What follows belongs to an exercise in optimizing a design on an open flow for small area; a production flow would make more cautious choices. In this exercise RTL edits were held to simulation tests only and were not proved equivalent to the original. The flow treats the clock pin as an ideal source. Dropping or thinning the clock tree relies on that and would not hold on a real chip. No activity file was given, so power comes from the tool's default toggle rates.

== P ==
## dc_router_top
module dc_router_top (clk, reset, instruction, offset, filesize, acc_done, fft_enable, fir_enable, data_bus_in, data_bus_out, fft_data_in, fir_data_in, fft_data_out, fir_data_out, to_fft_empty, to_fft_full, from_fft_empty, from_fft_full, to_fir_empty, to_fir_full, from_fir_empty, from_fir_full, fft_put_req, fft_get_req, fir_put_req, fir_get_req, ram_read_enable, ram_write_enable, addr);
input clk, reset, to_fft_full, to_fft_empty, from_fft_full, from_fft_empty, to_fir_full, to_fir_empty, from_fir_full, from_fir_empty;
input [31:0] instruction, offset, filesize;
input [31:0] fft_data_in, fir_data_in;
output acc_done, fft_enable, fir_enable, fft_put_req, fft_get_req, fir_put_req, fir_get_req, ram_read_enable, ram_write_enable;
output [31:0] addr;
output [31:0] fft_data_out, fir_data_out;
input [31:0] data_bus_in;
output [31:0] data_bus_out;
reg prev1, prev2;           
reg valid_reg, acc_done_reg;
reg sel_fir_q;              
reg [15:0] rcnt, wcnt;      
reg rdone, wdone;           
wire hi_zero = ~|instruction[31:2];
wire is1 = hi_zero & ~instruction[1] & instruction[0];
wire is2 = hi_zero & instruction[1] & ~instruction[0];
wire fft_read_done  = rdone & ~sel_fir_q;
wire fft_write_done = wdone & ~sel_fir_q;
wire fir_read_done  = rdone & sel_fir_q;
wire fir_write_done = wdone & sel_fir_q;
wire fft_finished = fft_read_done & fft_write_done;
wire fir_finished = fir_read_done & fir_write_done;
wire finished = rdone & wdone;
wire changed = (is1 & ~prev1) | (is2 & ~prev2);
wire valid = changed | (valid_reg & ~finished);
assign fft_enable = ~reset & is1 & valid & ~fft_finished;
assign fir_enable = ~reset & is2 & valid & ~fir_finished;
assign acc_done = ~reset & (finished | (acc_done_reg & ~(valid & (is1 | is2))));
reg fft_to, fft_from, fir_to, fir_from;
always @(*)
begin
  ...
clock: 10.0 ns
lec_check: 0
abc_area: 1
cap_margin: 20
core_margin: 2
core_utilization: 40
cts_buf_list: sky130_fd_sc_hd__clkbuf_8
cts_cluster_diameter: 200
cts_cluster_size: 40
slew_margin: 20
standard.sh (not shown) runs the stock make flow with config.mk's settings and CLKGATE_MAP_FILE= SYNTH_SCRIPT=/design/flow/synth_recipe.tcl, a recipe that flattens the netlist after the stock synthesis.
==> flow/flow/run.sh <==
#!/bin/bash
set -euo pipefail
HERE=$(pwd)
PLAT=$FLOW_HOME/platforms/$FLOW_PLATFORM
RES=$HERE/orfs/results/$FLOW_PLATFORM/dc_router_top/base
export YOSYS=$FLOW_HOME/../tools/install/yosys/bin/yosys
export LIB=$PLAT/lib/sky130_fd_sc_hd__tt_025C_1v80.lib
export TECH_LEF=$PLAT/lef/sky130_fd_sc_hd.tlef
export SC_LEF=$PLAT/lef/sky130_fd_sc_hd_merged.lef
export TOP=$FLOW_TOP
export SDC=$HERE/constraint.sdc
export DONT_USE=$(awk '/^export DONT_USE_CELLS/{f=1} f{print} f && !/\\$/{f=0}' $PLAT/config.mk | sed 's/export DONT_USE_CELLS *+\?= *//' | tr -d '\\' | tr '\n' ' ')

bash standard.sh synth > synth.log 2>&1
cp $RES/1_2_yosys.v $HERE/std_synth.v

mkdir -p $HERE/resynth $HERE/abcpool
python3 $HERE/flow/abc_pool.py $HERE/abcpool
ls $HERE/abcpool/*.abc | xargs -P ${NUM_CORES:-4} -I{} bash $HERE/flow/try_one.sh {} $HERE > $HERE/resynth_results.txt 2> $HERE/resynth_errors.log || true
best=$(awk '$2 > 0 && $3 > -90 { d = 0.2 - $3; if (d < 0) d = 0; c = $2 + 400 * d; print c, $1, $2, $3 }' $HERE/resynth_results.txt | sort -n | head -1)
echo "chosen: $best" > $HERE/resynth_choice.txt
n=$(echo "$best" | awk '{print $2}')
if [[ -n "$n" ]]; then
  cp $HERE/resynth/$n.v $RES/1_2_yosys.v
  rm -f $RES/1_synth.odb $RES/1_synth.sdc
fi
bash standard.sh "BUFFER_PORTS_ARGS=-buffer_cell sky130_fd_sc_hd__buf_1" "RECOVER_POWER=25" \
  "PRE_CTS_TCL=$HERE/flow/cts_pre.tcl" \
  finish > finish.log 2>&1
==> flow/flow/cts_pre.tcl <==
rename clock_tree_synthesis orfs_clock_tree_synthesis
proc clock_tree_synthesis { args } {
  set block [ord::get_db_block]
  set dbu [$block getDbUnitsPerMicron]
  set net [$block findNet clk]
  set sinks {}
  set sx 0.0
  set sy 0.0
  foreach pin [get_pins -of_objects [get_nets clk]] {
    set loc [[[sta::sta_to_db_pin $pin] getInst] getLocation]
    set x [expr { double([lindex $loc 0]) / $dbu }]
    set y [expr { double([lindex $loc 1]) / $dbu }]
    lappend sinks [list $pin $x $y]
    set sx [expr { $sx + $x }]
    set sy [expr { $sy + $y }]
  }
  set n [llength $sinks]
  set cx [expr { $sx / $n }]
  set cy [expr { $sy / $n }]
  foreach q {0 1 2 3} {
    set pins($q) {}
    set qx($q) 0.0
    set qy($q) 0.0
  }
  foreach s $sinks {
    lassign $s pin x y
    set q [expr { ($x >= $cx ? 1 : 0) + ($y >= $cy ? 2 : 0) }]
    lappend pins($q) $pin
    set qx($q) [expr { $qx($q) + $x }]
    set qy($q) [expr { $qy($q) + $y }]
  }
  foreach q {0 1 2 3} {
    set k [llength $pins($q)]
    if { $k == 0 } { continue }
    set x [expr { $qx($q) / $k }]
    set y [expr { $qy($q) / $k }]
    # clkbuf_4 for up to 8 flip-flops, else clkbuf_8, to keep their clock pins' slew low
    set cell [expr { $k <= 8 ? "sky130_fd_sc_hd__clkbuf_4" : "sky130_fd_sc_hd__clkbuf_8" }]
    puts "Custom clock tree: $cell at ($x, $y) for $k sinks"
    insert_buffer -buffer_cell $cell -net clk -load_pins $pins($q) \
      -location [list $x $y] -buffer_name clkbuf_q$q -net_name clknet_q$q
  }
  foreach it [$net getITerms] {
    foreach bit [[$it getInst] getITerms] {
      set bnet [$bit getNet]
      if { $bnet ne "NULL" && [$bnet getSigType] eq "SIGNAL" } { $bnet setSigType CLOCK }
    }
  }
  set_propagated_clock [all_clocks]
}
Other scripts of this flow, unchanged in this note and not shown: flow/flow/abc_pool.py, flow/flow/resynth.tcl, flow/flow/sta.tcl, flow/flow/try_one.sh
In summary, P completed successfully, with a layout that passed the timing, DRC and antenna checks.
## Diff of input files: Q against P
diff --git a/flow/flow/run.sh b/flow/flow/run.sh
--- a/flow/flow/run.sh
+++ b/flow/flow/run.sh
@@ -26,4 +26,4 @@
 fi
-bash standard.sh "BUFFER_PORTS_ARGS=-buffer_cell sky130_fd_sc_hd__buf_1" "RECOVER_POWER=25" \
-  "PRE_CTS_TCL=$HERE/flow/cts_pre.tcl" \
+bash standard.sh "BUFFER_PORTS_ARGS=-buffer_cell sky130_fd_sc_hd__buf_1" "RECOVER_POWER=100" \
+  "CTS_ARGS=-sink_clustering_enable -repair_clock_nets -dont_use_dummy_load -buf_list sky130_fd_sc_hd__clkbuf_8 -sink_clustering_size 40 -sink_clustering_max_diameter 200" \
   finish > finish.log 2>&1
removed: flow/flow/cts_pre.tcl
### Flow results
- Status Q: flow complete, layout not clean - max-capacitance violations, max-slew violations
- Looking at global routing usage on met2, Q sits 0.83 points above P.
- | portion of the clock cycle consumed by the worst path in the final layout | Q vs P | 0.16 points lower |
- Power | Q above P
- The multi-input gate share of total cell area of P and that of Q are within noise of each other.
- Between Q and P, the difference in finished layout cell area is negligible.
- Comparing Q against P, there is no change at all in aggregate negative setup slack.
- | final cell count without fillers | Q vs P | ≈ equal |
Setup changes, Q to R
# Q
export LEC_CHECK = 0
export ABC_AREA = 1
export CAP_MARGIN = 20
export CORE_MARGIN = 2
export CORE_UTILIZATION = 40
export CTS_BUF_LIST = sky130_fd_sc_hd__clkbuf_8
export CTS_CLUSTER_DIAMETER = 200
export CTS_CLUSTER_SIZE = 40
export SLEW_MARGIN = 20
create_clock -name core_clock -period 10.0 [get_ports {clk}]
# R
export LEC_CHECK = 0
export ABC_AREA = 1
export CAP_MARGIN = 20
export CORE_MARGIN = 2
export CORE_UTILIZATION = 50
export CTS_BUF_LIST = sky130_fd_sc_hd__clkbuf_8
export CTS_CLUSTER_DIAMETER = 200
export CTS_CLUSTER_SIZE = 40
export SLEW_MARGIN = 20
create_clock -name core_clock -period 10.0 [get_ports {clk}]
diff --git a/flow/flow/run.sh b/flow/flow/run.sh
--- a/flow/flow/run.sh
+++ b/flow/flow/run.sh
@@ -26,3 +26,3 @@
 fi
-bash standard.sh "BUFFER_PORTS_ARGS=-buffer_cell sky130_fd_sc_hd__buf_1" "RECOVER_POWER=100" \
+bash standard.sh "BUFFER_PORTS_ARGS=-buffer_cell sky130_fd_sc_hd__buf_1" "RECOVER_POWER=25" \
   "CTS_ARGS=-sink_clustering_enable -repair_clock_nets -dont_use_dummy_load -buf_list sky130_fd_sc_hd__clkbuf_8 -sink_clustering_size 40 -sink_clustering_max_diameter 200" \
## What came out
R did not make it past 3_2_place_iop, where a tool error ended it. Delta (R minus Q): y dimension of the die went down by 10%, mean area per synthesized cell flat. Comparing R against Q, there is no change at all in post-synthesis cell area. R ended with less count of standard-cell rows than Q. Synthesized cell count: R vs Q, no meaningful difference. Cmp R and Q / initial standard-cell utilization of the core / lower: Q. Comparing R and Q, the higher width of the die is on Q.
The clock cells of P come from the design's own scripts or RTL, not from TritonCTS.

## port drivers added, routing unchanged
The flow's constraints put no driver on any port. The routed layouts listed below were extracted and timed again, unchanged, in two steps. Step 1, drivers: a clkbuf_16 drives clk and a buf_2 each remaining input, both assumed. Step 2 moves the port delays by t, midway between the first and last clock arrival at a register: inputs arrive t later, outputs are due t later. That takes back most of the time a late clock gives input paths. Slacks: no drivers / after step 1 / after step 2; pairs: no drivers / after step 1.
| run | t (ns) | slack for setup (ns) | worst setup path at the end |
|---|---|---|---|
| P | 0.193 | 0.395 / 0.366 / 0.366 | input to output |
| Q | 0.329 | 0.411 / 0.382 / 0.382 | input to output |
